From an optimization exercise on the open Yosys and OpenROAD flow, aimed at small area; shortcuts taken in it are not production practice.
In this exercise RTL edits were held to simulation tests only and were not proved equivalent to the original.
The clock port is modelled as an ideal driver; clocking choices that lean on that would not hold on a real chip.

## QAM
module QAM(clk, rst, en, Din, IFout);
input clk, rst, en;
input Din;
output reg signed [17:0] IFout;
reg ce2;           
reg sm_ctrl;       
reg swap;          
reg [1:0] spc;     
reg sm_i, sm_q;    
reg [3:0] usi;     
reg [3:0] cnt;     
reg [8:0] sym_i, sym_q;  
reg [1:0] mix_cnt;
reg [15:0] acc;    
wire en0 = en & ce2;
wire en1 = sm_ctrl & ce2;
wire en2 = usi[3];
wire [1:0] sw = usi[1:0];
wire load = en2 & (sw == 2'd0);
wire neg = ~mix_cnt[1];                         
wire [8:0] s = mix_cnt[0] ? sym_i : sym_q;      
wire [8:0] x = s ^ {9{neg}};
wire [8:0] v;      
assign v[0] = cnt > 4'd0;
assign v[1] = cnt > 4'd1;
assign v[2] = cnt > 4'd2;
assign v[3] = cnt > 4'd3;
assign v[4] = cnt > 4'd4;
assign v[5] = cnt > 4'd5;
assign v[6] = cnt > 4'd6;
assign v[7] = cnt > 4'd7;
assign v[8] = cnt > 4'd8;
wire [15:0] t0;    
reg [15:0] kz0;
always @(*) begin
  case (sw)
    2'd0: kz0 = 16'd74;
    2'd1: kz0 = 16'd0;
    2'd2: kz0 = 16'd0;
    2'd3: kz0 = 16'd168;
  endcase
end
reg [15:0] kxp0;
always @(*) begin
  case (sw)
    2'd0: kxp0 = 16'd148;
    2'd1: kxp0 = 16'd0;
    2'd2: kxp0 = 16'd0;
    2'd3: kxp0 = 16'd336;
  endcase
end
assign t0 = ({16{~v[0]}} & kz0) | ({16{v[0] & x[0]}} & kxp0);
wire [15:0] t1;    
reg [15:0] kz1;
always @(*) begin
  case (sw)
    2'd0: kz1 = 16'd276;
    2'd1: kz1 = 16'd185;
    2'd2: kz1 = 16'd267;
    2'd3: kz1 = 16'd36;
  endcase
end
reg [15:0] kxp1;
always @(*) begin
  case (sw)
    2'd0: kxp1 = 16'd552;
    2'd1: kxp1 = 16'd0;
    2'd2: kxp1 = 16'd0;
    2'd3: kxp1 = 16'd0;
  endcase
end
reg [15:0] kxn1;
always @(*) begin
  case (sw)
    2'd0: kxn1 = 16'd0;
    2'd1: kxn1 = 16'd370;
  ...
Size in the first run: ~660 cells after synthesis, ~51 flip-flops, about 22 I/O pins, roughly 5500 um^2 of cells after synthesis.
clock: 5.0 ns
lec_check: 0
abc_area: 1
cap_margin: 20
core_margin: 2
core_utilization: 40
gpl_timing_driven: 0
slew_margin: 20
standard.sh (not shown) runs the stock make flow with config.mk's settings and CLKGATE_MAP_FILE= SYNTH_SCRIPT=/design/flow/synth_recipe.tcl, a recipe that flattens the netlist after the stock synthesis.
==> flow/flow/run.sh <==
#!/bin/bash
# Layout flow: the standard ORFS flow (standard.sh) with these changes:
#  - Yosys's generic synthesis runs without its intermediate ABC pass (SYNTH_ARGS=-noabc),
#    so the adder tree written in the RTL reaches full-adder extraction as written;
#    registers, their names and cell types are those of the standard synthesis;
#  - every input and output port still gets its own buffer, but the smallest one
#    (sky130_fd_sc_hd__buf_1); the resizer may still resize it.
# Each ORFS step writes its own log under orfs/logs/; make's output goes to make.log here.
set -euo pipefail
bash standard.sh SYNTH_ARGS=-noabc "BUFFER_PORTS_ARGS=-buffer_cell sky130_fd_sc_hd__buf_1" finish > make.log 2>&1
The baseline finished clean.
Change:
==> flow/flow/run.sh (replaced) <==
#!/bin/bash
# Layout flow: the standard ORFS flow (standard.sh), with Yosys's generic synthesis run
# without its intermediate ABC pass (SYNTH_ARGS=-noabc), so that the adder tree written in
# the RTL reaches full-adder extraction as written. Registers, their names and cell types
# are those of the standard synthesis. Each ORFS step writes its own log under
# orfs/logs/; make's own output goes to make.log in this folder.
set -euo pipefail
bash standard.sh SYNTH_ARGS=-noabc finish > make.log 2>&1
GPL_TIMING_DRIVEN = default   (was 0)
Result: Count of clock-buffer cells in the layout does not change; critical path depth shrinks by 1; design area is lower slightly; utilization is lower by 0.27 points; global-route usage decreases by 0.78 points.
Change:
CORE_UTILIZATION = 60   (was 40)
CTS_BUF_LIST = sky130_fd_sc_hd__clkbuf_8   (was default)
GPL_TIMING_DRIVEN = 0   (was default)
Outcome: Die area shrinks by 32%; setup slack got worse by 0.077 ns; final area shrinks by 3.6%; non-clock buffer count shrinks by 15; clock skew grows by 0.0059 ns; core utilization grows by 21 points; clock-buffer cell count does not change; synthesized cell count does not change; hold slack improved by 0.016 ns.
Change:
CORE_UTILIZATION = 40   (was 60)
=> The changed run completed without violations; worst setup slack gets better by 0.025 ns; clock skew stays flat; clock-buffer cell count is unchanged; die area is higher by 48%; non-clock buffer count is lower by 8; global-route usage falls by 8.4 points; hold slack is worse by 0.0032 ns; cell area goes up by 0.87%.

========
QAM, a different RTL version from the one above (not shown whole).
For scale: ~780 cells after synthesis, about 0.0059 mm^2 of cells after synthesis.
clock: 5.0 ns
lec_check: 0
abc_area: 1
cap_margin: 20
core_margin: 2
core_utilization: 40
slew_margin: 20
run.sh (not shown) runs the stock make flow with config.mk's settings and CLKGATE_MAP_FILE= SYNTH_SCRIPT=/design/flow/synth_recipe.tcl, a recipe that flattens the netlist after the stock synthesis.
Stock flow here: none of the scripts above is used.
Change:
--- a/flow/config.mk
+++ b/flow/config.mk
@@ -6,5 +6,4 @@
 export NUM_CORES = 4
 export LEC_CHECK = 0
-export ABC_AREA = 1
 export CAP_MARGIN = 20
 export CORE_MARGIN = 2
Hold slack is better by 6.4 ps; global-route usage grows by 1.3 points; via count shrinks by 4.8%; utilization grows by 8.5 points; first-iteration DRC count shrinks by 14%; maximum frequency shrinks by 1.1%; non-clock buffer count grows by 85; die area shrinks by 2.5%; routed wire length grows by 9.9%; sequential share of layout area shrinks by 2.3 points.

========
== red ==
QAM, a different RTL version from the one above (not shown whole).
Size in the first run: ~51 flip-flops, about 22 I/O pins.
==> flow/config.mk <==
export PLATFORM = sky130hd
export DESIGN_NAME = QAM
export DESIGN_NICKNAME = QAM
export VERILOG_FILES = /design/flow/design.v
export SDC_FILE = /design/flow/constraint.sdc
export NUM_CORES = 4
export LEC_CHECK = 0
export ABC_AREA = 1
export CAP_MARGIN = 20
export CORE_MARGIN = 2
export CORE_UTILIZATION = 40
export CTS_BUF_LIST = sky130_fd_sc_hd__clkbuf_8
export GPL_TIMING_DRIVEN = 0
export HOLD_SLACK_MARGIN = 0.05
export SLEW_MARGIN = 20
==> flow/constraint.sdc <==
create_clock -name core_clock -period 5.0 [get_ports {clk}]
set_input_delay 1.0000 -clock core_clock [delete_from_list [all_inputs] [get_ports {clk}]]
set_output_delay 1.0000 -clock core_clock [all_outputs]
set_load 0.01 [all_outputs]
standard.sh (not shown) runs the stock make flow with config.mk's settings and CLKGATE_MAP_FILE= SYNTH_SCRIPT=/design/flow/synth_recipe.tcl, a recipe that flattens the netlist after the stock synthesis.
==> flow/flow/run.sh <==
#!/bin/bash
# Layout flow: the standard ORFS flow (standard.sh) with these changes:
#  - Yosys's generic synthesis runs without its intermediate ABC pass (SYNTH_ARGS=-noabc),
#    so the adder tree written in the RTL reaches full-adder extraction as written;
#    registers, their names and cell types are those of the standard synthesis;
#  - the final ABC technology mapping uses an area-oriented script (flow/abc_area.script),
#    through a copy of ORFS's scripts folder that differs only in that file;
#  - after clock-tree synthesis, flow/post_cts.tcl delays the clock of the output register
#    (useful skew for the register-to-register paths into it), then runs the CTS step's
#    timing repair, which ORFS is told to skip (SKIP_CTS_REPAIR_TIMING=1);
#  - every input and output port still gets its own buffer, but the smallest one
#    (sky130_fd_sc_hd__buf_1); the resizer may still resize it.
# Each ORFS step writes its own log under orfs/logs/; make's output goes to make.log here.
set -euo pipefail
rm -rf scripts_local
cp -r "$FLOW_HOME/scripts" scripts_local
cp flow/abc_area.script scripts_local/abc_area.script
bash standard.sh SYNTH_ARGS=-noabc SCRIPTS_DIR="$PWD/scripts_local" SKIP_CTS_REPAIR_TIMING=1 \
  POST_CTS_TCL="$PWD/flow/post_cts.tcl" "BUFFER_PORTS_ARGS=-buffer_cell sky130_fd_sc_hd__buf_1" \
  "SKEW_CELLS=sky130_fd_sc_hd__clkdlybuf4s50_1 sky130_fd_sc_hd__clkdlybuf4s50_1 sky130_fd_sc_hd__clkbuf_8" finish > make.log 2>&1
==> flow/flow/post_cts.tcl <==
# Runs at the end of ORFS's CTS step (POST_CTS_TCL), which is told to skip its own timing
# repair (SKIP_CTS_REPAIR_TIMING=1); this script does that repair after the change below.
#
# Useful skew for the register-to-register paths into the output register acc (IFout):
# acc's clock pins are moved from the clock tree's leaf nets to one net that a delay cell
# and a clock buffer drive from the leaf net of acc[0]. Every path into acc comes from
# another register of the design; acc's outputs go only to the output ports, whose
# timing this makes harder, not easier. Inputs reach no acc data pin combinationally.
set block [ord::get_db_block]
set db [ord::get_db]
set accs {}
foreach inst [$block getInsts] {
  if {[string range [$inst getName] 0 3] eq "acc\\" && [$inst findITerm CLK] ne "NULL"} {
    lappend accs $inst
  }
}
puts "skew: [llength $accs] acc registers"
set first [lindex $accs 0]
set leaf [[$first findITerm CLK] getNet]
set sx 0; set sy 0
foreach inst $accs {
  lassign [$inst getLocation] x y
  set sx [expr {$sx + $x}]; set sy [expr {$sy + $y}]
}
set cx [expr {int($sx / [llength $accs])}]
set cy [expr {int($sy / [llength $accs])}]
set prev $leaf
set i 0
foreach cell $::env(SKEW_CELLS) {
  set master [$db findMaster $cell]
  set buf [odb::dbInst_create $block $master "skew_buf_$i"]
  set net [odb::dbNet_create $block "skew_net_$i"]
  $net setSigType CLOCK
  [$buf findITerm A] connect $prev
  [$buf findITerm X] connect $net
  $buf setLocation $cx $cy
  $buf setPlacementStatus PLACED
  set prev $net
  incr i
}
foreach inst $accs {
  set it [$inst findITerm CLK]
  $it disconnect
  $it connect $prev
}
set_propagated_clock [all_clocks]
estimate_parasitics -placement
set result [catch { detailed_placement } msg]
if { $result != 0 } { error "Detailed placement failed after skew: $msg" }
estimate_parasitics -placement
report_checks -path_delay max -group_path_count 1 -format end
repair_timing_helper
set result [catch { detailed_placement } msg]
if { $result != 0 } { error "Detailed placement failed after repair: $msg" }
check_placement -verbose
report_design_area
Other scripts of this flow, unchanged in this note and not shown: flow/flow/abc_area.script
red: done, clean on timing, DRC and antenna
Changes in blue relative to red:
# red
export LEC_CHECK = 0
export ABC_AREA = 1
export CAP_MARGIN = 20
export CORE_MARGIN = 2
export CORE_UTILIZATION = 40
export CTS_BUF_LIST = sky130_fd_sc_hd__clkbuf_8
export GPL_TIMING_DRIVEN = 0
export HOLD_SLACK_MARGIN = 0.05
export SLEW_MARGIN = 20
create_clock -name core_clock -period 5.0 [get_ports {clk}]
# blue
export LEC_CHECK = 0
export ABC_AREA = 1
export CAP_MARGIN = 20
export CORE_MARGIN = 2
export CORE_UTILIZATION = 40
export CTS_BUF_LIST = sky130_fd_sc_hd__clkbuf_8
export GPL_TIMING_DRIVEN = 0
export HOLD_SLACK_MARGIN = 0.1
export SLEW_MARGIN = 20
create_clock -name core_clock -period 5.0 [get_ports {clk}]
--- outcome ---
- red ended with every stage complete and zero timing, DRC or antenna violations.
- blue completed every stage of the flow, and the final layout passed the timing, design-rule and antenna checks.
- As far as cell area after layout goes, red and blue are indistinguishable; the numbers are identical.
- Going from red to blue, growth of design area from synthesis to finish essentially unchanged; number of violations reported at the end of detailed-routing iteration 0 did not really move.
- Taking red as the reference, in blue final wirelength held.
### blue -> green
--- a/flow/flow/run.sh
+++ b/flow/flow/run.sh
@@ -18,3 +18,3 @@
 bash standard.sh SYNTH_ARGS=-noabc SCRIPTS_DIR="$PWD/scripts_local" SKIP_CTS_REPAIR_TIMING=1 \
   POST_CTS_TCL="$PWD/flow/post_cts.tcl" "BUFFER_PORTS_ARGS=-buffer_cell sky130_fd_sc_hd__buf_1" \
-  "SKEW_CELLS=sky130_fd_sc_hd__clkdlybuf4s50_1 sky130_fd_sc_hd__clkdlybuf4s50_1 sky130_fd_sc_hd__clkbuf_8" finish > make.log 2>&1
+  "SKEW_CELLS=sky130_fd_sc_hd__clkdlybuf4s25_1 sky130_fd_sc_hd__clkdlybuf4s50_1 sky130_fd_sc_hd__clkbuf_8" finish > make.log 2>&1
### Flow results
Area occupied by multi-input gates on green is up relative to blue. Summary of green over blue: global routing met2 resource utilization picked up an extra 0.54 points, final critical path time including I/O delays and setup picked up an extra 0.018 ns, total met2 wirelength after detailed routing picked up an extra about 2.2%. Compared with blue, in green iteration-0 DRC count of the detailed router now sits lower; final-layout worst hold slack now sits higher; sequential share of cell area now sits lower.

========
== old ==
QAM, a different RTL version from the one above (not shown whole).
Size in the first run: roughly 520 cells after synthesis, ~51 flip-flops, ~4400 um2 of cells after synthesis.
export LEC_CHECK = 0
export ABC_AREA = 1
export CAP_MARGIN = 20
export CORE_MARGIN = 2
export CORE_UTILIZATION = 40
export CTS_BUF_LIST = sky130_fd_sc_hd__clkbuf_8
export GPL_TIMING_DRIVEN = 0
export HOLD_SLACK_MARGIN = 0.1
export SLEW_MARGIN = 20
create_clock -name core_clock -period 5.0 [get_ports {clk}]
==> flow/flow/run.sh <==
#!/bin/bash
# Layout flow: the standard ORFS flow (standard.sh) with these changes:
#  - Yosys's generic synthesis runs without its intermediate ABC pass (SYNTH_ARGS=-noabc),
#    so the adder tree written in the RTL reaches full-adder extraction as written;
#    registers, their names and cell types are those of the standard synthesis;
#  - the final ABC technology mapping uses an area-oriented script (flow/abc_area.script),
#    through a copy of ORFS's scripts folder that differs only in that file;
#  - after clock-tree synthesis, flow/post_cts.tcl delays the clock of the output register
#    (useful skew for the register-to-register paths into it), then runs the CTS step's
#    timing repair, which ORFS is told to skip (SKIP_CTS_REPAIR_TIMING=1);
#  - every input and output port still gets its own buffer, but the smallest one
#    (sky130_fd_sc_hd__buf_1); the resizer may still resize it.
# Each ORFS step writes its own log under orfs/logs/; make's output goes to make.log here.
set -euo pipefail
rm -rf scripts_local
cp -r "$FLOW_HOME/scripts" scripts_local
cp flow/abc_area.script scripts_local/abc_area.script
bash standard.sh SYNTH_ARGS=-noabc SCRIPTS_DIR="$PWD/scripts_local" SKIP_CTS_REPAIR_TIMING=1 \
  POST_CTS_TCL="$PWD/flow/post_cts.tcl" "BUFFER_PORTS_ARGS=-buffer_cell sky130_fd_sc_hd__buf_1" \
  "SKEW_CELLS=sky130_fd_sc_hd__clkdlybuf4s50_1 sky130_fd_sc_hd__clkdlybuf4s50_1 sky130_fd_sc_hd__clkbuf_8" finish > make.log 2>&1
==> flow/flow/abc_area.script <==
strash
dch -f
amap
topo
dnsize -c
Scripts as last shown in full above: flow/flow/post_cts.tcl
Inputs modified between old and new:
==> flow/flow/abc_area.script <==
strash
&get -n
&dc2
&dc2
&put
dch -f
amap
topo
dnsize -c
Notes after the runs:
- The final cell count of new and that of old are within noise of each other.
- Min worst-case hold slack across old and new: new
- new gives more mean routed wirelength per cell than old did.

========
## exp/zinc
RTL: one of the versions met above, not the one the previous note started from.
Size in the first run: ~22 I/O pins, about 5500 um2 of cells after synthesis.
// QAM
module QAM(clk, rst, en, Din, IFout);
input clk, rst, en;
input Din;
output reg signed [17:0] IFout;
reg ce2;           
reg sm_ctrl;       
reg swap;          
reg [1:0] spc;     
reg sm_i, sm_q;    
reg [3:0] usi;     
reg [3:0] cnt;     
reg [8:0] sym_i, sym_q;  
reg [1:0] mix_cnt;
reg [15:0] acc;    
wire en0 = en & ce2;
wire en1 = sm_ctrl & ce2;
wire en2 = usi[3];
wire [1:0] sw = usi[1:0];
wire load = en2 & (sw == 2'd0);
wire neg = ~mix_cnt[1];                         
wire [8:0] s = mix_cnt[0] ? sym_i : sym_q;      
wire [8:0] x = s ^ {9{neg}};
wire [8:0] v;      
assign v[0] = cnt > 4'd0;
assign v[1] = cnt > 4'd1;
assign v[2] = cnt > 4'd2;
assign v[3] = cnt > 4'd3;
assign v[4] = cnt > 4'd4;
assign v[5] = cnt > 4'd5;
assign v[6] = cnt > 4'd6;
assign v[7] = cnt > 4'd7;
assign v[8] = cnt > 4'd8;
wire [15:0] t0;    
reg [15:0] kz0;
always @(*) begin
  case (sw)
    2'd0: kz0 = 16'd74;
    2'd1: kz0 = 16'd0;
    2'd2: kz0 = 16'd0;
    2'd3: kz0 = 16'd168;
  endcase
end
reg [15:0] kxp0;
always @(*) begin
  case (sw)
    2'd0: kxp0 = 16'd148;
    2'd1: kxp0 = 16'd0;
    2'd2: kxp0 = 16'd0;
    2'd3: kxp0 = 16'd336;
  endcase
end
assign t0 = ({16{~v[0]}} & kz0) | ({16{v[0] & x[0]}} & kxp0);
wire [15:0] t1;    
reg [15:0] kz1;
always @(*) begin
  case (sw)
    2'd0: kz1 = 16'd276;
    2'd1: kz1 = 16'd185;
    2'd2: kz1 = 16'd267;
    2'd3: kz1 = 16'd36;
  endcase
end
reg [15:0] kxp1;
always @(*) begin
  case (sw)
    2'd0: kxp1 = 16'd552;
    2'd1: kxp1 = 16'd0;
    2'd2: kxp1 = 16'd0;
    2'd3: kxp1 = 16'd0;
  endcase
end
reg [15:0] kxn1;
always @(*) begin
  case (sw)
    2'd0: kxn1 = 16'd0;
    2'd1: kxn1 = 16'd370;
    2'd2: kxn1 = 16'd534;
    2'd3: kxn1 = 16'd72;
  endcase
end
assign t1 = ({16{~v[1]}} & kz1) | ({16{v[1] & x[1]}} & kxp1) | ({16{v[1] & ~x[1]}} & kxn1);
wire [15:0] t2;    
reg [15:0] kz2;
always @(*) begin
  case (sw)
    2'd0: kz2 = 16'd238;
    2'd1: kz2 = 16'd233;
    2'd2: kz2 = 16'd278;
    2'd3: kz2 = 16'd713;
  endcase
end
reg [15:0] kxp2;
always @(*) begin
  case (sw)
    2'd0: kxp2 = 16'd0;
    2'd1: kxp2 = 16'd466;
    2'd2: kxp2 = 16'd0;
    2'd3: kxp2 = 16'd0;
  endcase
end
reg [15:0] kxn2;
always @(*) begin
  case (sw)
    2'd0: kxn2 = 16'd476;
    2'd1: kxn2 = 16'd0;
    2'd2: kxn2 = 16'd556;
    2'd3: kxn2 = 16'd1426;
  endcase
end
  ...
clock: 5.0 ns
lec_check: 0
abc_area: 1
cap_margin: 20
core_margin: 2
core_utilization: 40
gpl_timing_driven: 0
slew_margin: 20
==> flow/flow/run.sh <==
#!/bin/bash
# Layout flow: the standard ORFS flow (standard.sh), with Yosys's generic synthesis run
# without its intermediate ABC pass (SYNTH_ARGS=-noabc), so that the adder tree written in
# the RTL reaches full-adder extraction as written. Registers, their names and cell types
# are those of the standard synthesis. Each ORFS step writes its own log under
# orfs/logs/; make's own output goes to make.log in this folder.
set -euo pipefail
bash standard.sh SYNTH_ARGS=-noabc finish > make.log 2>&1
[inputs] exp/garnet vs exp/zinc
==> flow/flow/run.sh <==
#!/bin/bash
# Layout flow: the standard ORFS flow (standard.sh) with two synthesis changes that keep
# the standard synthesis's registers, names and cell types:
#  - Yosys's generic synthesis runs without its intermediate ABC pass (SYNTH_ARGS=-noabc),
#    so the adder tree written in the RTL reaches full-adder extraction as written;
#  - the final ABC technology mapping uses an area-oriented script (flow/abc_area.script),
#    through a copy of ORFS's scripts folder that differs only in that file.
# Each ORFS step writes its own log under orfs/logs/; make's output goes to make.log here.
set -euo pipefail
rm -rf scripts_local
cp -r "$FLOW_HOME/scripts" scripts_local
cp flow/abc_area.script scripts_local/abc_area.script
bash standard.sh SYNTH_ARGS=-noabc SCRIPTS_DIR="$PWD/scripts_local" finish > make.log 2>&1
==> flow/flow/abc_area.script (new file) <==
strash
dc2
dch -f
map -a
strash
dch -f
map -a
topo
dnsize -c
-- flow/config.mk --
<<< exp/zinc, line 11
export CORE_UTILIZATION = 40
export GPL_TIMING_DRIVEN = 0
>>> exp/garnet, line 11
export CORE_UTILIZATION = 40
export CTS_BUF_LIST = sky130_fd_sc_hd__clkbuf_8
export GPL_TIMING_DRIVEN = 0
Notes after the runs:
Summary of exp/garnet and exp/zinc: one run falls short of a clean finish, namely exp/garnet.
Tap cell count in exp/garnet is about 7% below exp/zinc.
On setup skew after layout: between exp/garnet and exp/zinc, it ends up higher for exp/garnet.
Multi-input combinational gate total shrinks by more than 10% when moving from exp/zinc to exp/garnet.
When exp/garnet is measured against exp/zinc, its final area turns out about 14% higher.
Number of rows created at floorplan shrinks by a few percent when moving from exp/zinc to exp/garnet.
Run comparison: exp/zinc most frequent standard cell in the layout excluding fill and tap cells sky130_fd_sc_hd__nand2_1; exp/garnet most frequent standard cell in the layout excluding fill and tap cells sky130_fd_sc_hd__buf_4
Compared with exp/zinc, in exp/garnet period utilization now sits higher, worst hold slack after final layout decreased 3.4 ps, total met2 wirelength after detailed routing rose 230 um, wire length went down 4.5%.
--- input diff exp/garnet..exp/yarrow ---
==> flow/flow/run.sh <==
#!/bin/bash
# Layout flow: the standard ORFS flow (standard.sh) with these changes:
#  - Yosys's generic synthesis runs without its intermediate ABC pass (SYNTH_ARGS=-noabc),
#    so the adder tree written in the RTL reaches full-adder extraction as written;
#    registers, their names and cell types are those of the standard synthesis;
#  - every input and output port still gets its own buffer, but the smallest one
#    (sky130_fd_sc_hd__buf_1); the resizer may still resize it.
# Each ORFS step writes its own log under orfs/logs/; make's output goes to make.log here.
set -euo pipefail
bash standard.sh SYNTH_ARGS=-noabc "BUFFER_PORTS_ARGS=-buffer_cell sky130_fd_sc_hd__buf_1" finish > make.log 2>&1
removed: flow/flow/abc_area.script
Findings:
[compare] base=exp/garnet new=exp/yarrow: clock period minus final worst setup slack went down, detailed placer's ending HPWL climbed about 20%, total routing resource utilization after global routing shrank by 1.7 points, count of buffer and inverter cells on the critical path fell 7.
Both conditions hold for exp/yarrow: the flow ran to the end and the final layout passed the timing, design-rule and antenna checks.
[flow] exp/garnet | stages: complete | final checks: fail | reason: setup timing
Taking exp/garnet as the reference, in exp/yarrow cell count went up by about 6%; minimum setup slack among reg-to-reg paths +650 ps; routed wire length picked up an extra 4.2%.
Changes in exp/willow relative to exp/yarrow:
==> flow/flow/run.sh <==
#!/bin/bash
# Layout flow: the standard ORFS flow (standard.sh), with Yosys's generic synthesis run
# without its intermediate ABC pass (SYNTH_ARGS=-noabc), so that the adder tree written in
# the RTL reaches full-adder extraction as written. Registers, their names and cell types
# are those of the standard synthesis. Each ORFS step writes its own log under
# orfs/logs/; make's own output goes to make.log in this folder.
set -euo pipefail
bash standard.sh SYNTH_ARGS=-noabc finish > make.log 2>&1
-- flow/config.mk --
<<< exp/yarrow, line 10
export CORE_MARGIN = 2
export CORE_UTILIZATION = 40
export CTS_BUF_LIST = sky130_fd_sc_hd__clkbuf_8
export GPL_TIMING_DRIVEN = 0
export SLEW_MARGIN = 20
>>> exp/willow, line 10
export CORE_MARGIN = 2
export CORE_UTILIZATION = 60
export CTS_BUF_LIST = sky130_fd_sc_hd__clkbuf_8
export GPL_TIMING_DRIVEN = 0
export PLACE_DENSITY = 0.8
export SLEW_MARGIN = 20
==> results.txt <==
Diff exp/yarrow -> exp/willow: die outline width now sits lower, vertical die dimension now sits lower. Going from exp/yarrow to exp/willow, the count of buffers not belonging to the clock network in the layout was found to have gone down by about 22%. The number of cells in the finished layout apart from fillers in exp/willow was lower than what exp/yarrow gave. Re met3 routing resource usage after global routing: exp/willow is 1.2 points up on exp/yarrow. Against exp/yarrow, hold slack in exp/willow came out worse. On exp/willow: cell area after layout is 110 um2 lower than what exp/yarrow gave. Relative to exp/yarrow, critical path depth increased by 1 in exp/willow.

[port drivers added, routing unchanged]
No port has a modelled driver above. Below, the same layouts with a new extraction and two added sets of constraints.
Step 1 sets driving cells, clkbuf_16 on the clock port and buf_2 on the other inputs (assumed; they add their load-dependent delay and slew).
Step 2, shift: input delay + t, output delay - t, t = (earliest + latest rising clock arrival at the registers) / 2. This alone moves slack from input paths to output paths.
Three values: ideal, step 1, step 2; two values: the first two.
| run | shift t [ns] | setup slack, ns | worst setup path at the end | clock arrival spread, ns | slew at the worst register clock pin (ns) |
|---|---|---|---|---|---|
| the first run of note 1 | 0.354 | 0.251 / 0.251 / 0.251 | register to register | 0.009 / 0.009 | 0.08 / 0.08 |
| the second run of note 1 | 0.341 | 0.275 / 0.275 / 0.275 | register to register | 0.005 / 0.006 | 0.07 / 0.07 |
| the third run of note 1 | 0.350 | 0.197 / 0.197 / 0.197 | register to register | 0.012 / 0.012 | 0.11 / 0.11 |
| the fourth run of note 1 | 0.361 | 0.222 / 0.222 / 0.222 | register to register | 0.009 / 0.009 | 0.11 / 0.11 |
| the first run of note 2 | 0.349 | 0.225 / 0.225 / 0.225 | register to register | 0.010 / 0.010 | 0.08 / 0.08 |
| the second run of note 2 | 0.343 | 0.172 / 0.172 / 0.172 | register to register | 0.013 / 0.013 | 0.08 / 0.08 |
| red | 0.911 | 0.339 / 0.339 / 0.339 | register to register | 1.150 / 1.150 | 0.12 / 0.12 |
| blue | 0.911 | 0.339 / 0.339 / 0.339 | register to register | 1.150 / 1.150 | 0.12 / 0.12 |
| green | 0.796 | 0.322 / 0.322 / 0.322 | register to register | 0.924 / 0.924 | 0.12 / 0.12 |
| old | 0.895 | 0.210 / 0.210 / 0.210 | register to register | 1.128 / 1.128 | 0.10 / 0.10 |
| new | 0.884 | 0.400 / 0.400 / 0.400 | register to register | 1.148 / 1.148 | 0.11 / 0.11 |
| exp/zinc | 0.343 | 0.241 / 0.241 / 0.241 | register to register | 0.008 / 0.009 | 0.08 / 0.08 |
| exp/garnet | 0.372 | -0.424 / -0.424 / -0.424 | register to register | 0.013 / 0.014 | 0.12 / 0.12 |
| exp/yarrow | 0.379 | 0.224 / 0.224 / 0.224 | register to register | 0.015 / 0.014 | 0.12 / 0.12 |
| exp/willow | 0.349 | 0.188 / 0.188 / 0.188 | register to register | 0.010 / 0.010 | 0.11 / 0.11 |
In 5 of these runs the clock reaches the registers at very different times; t lies between them, and the last value is a rough guide only.
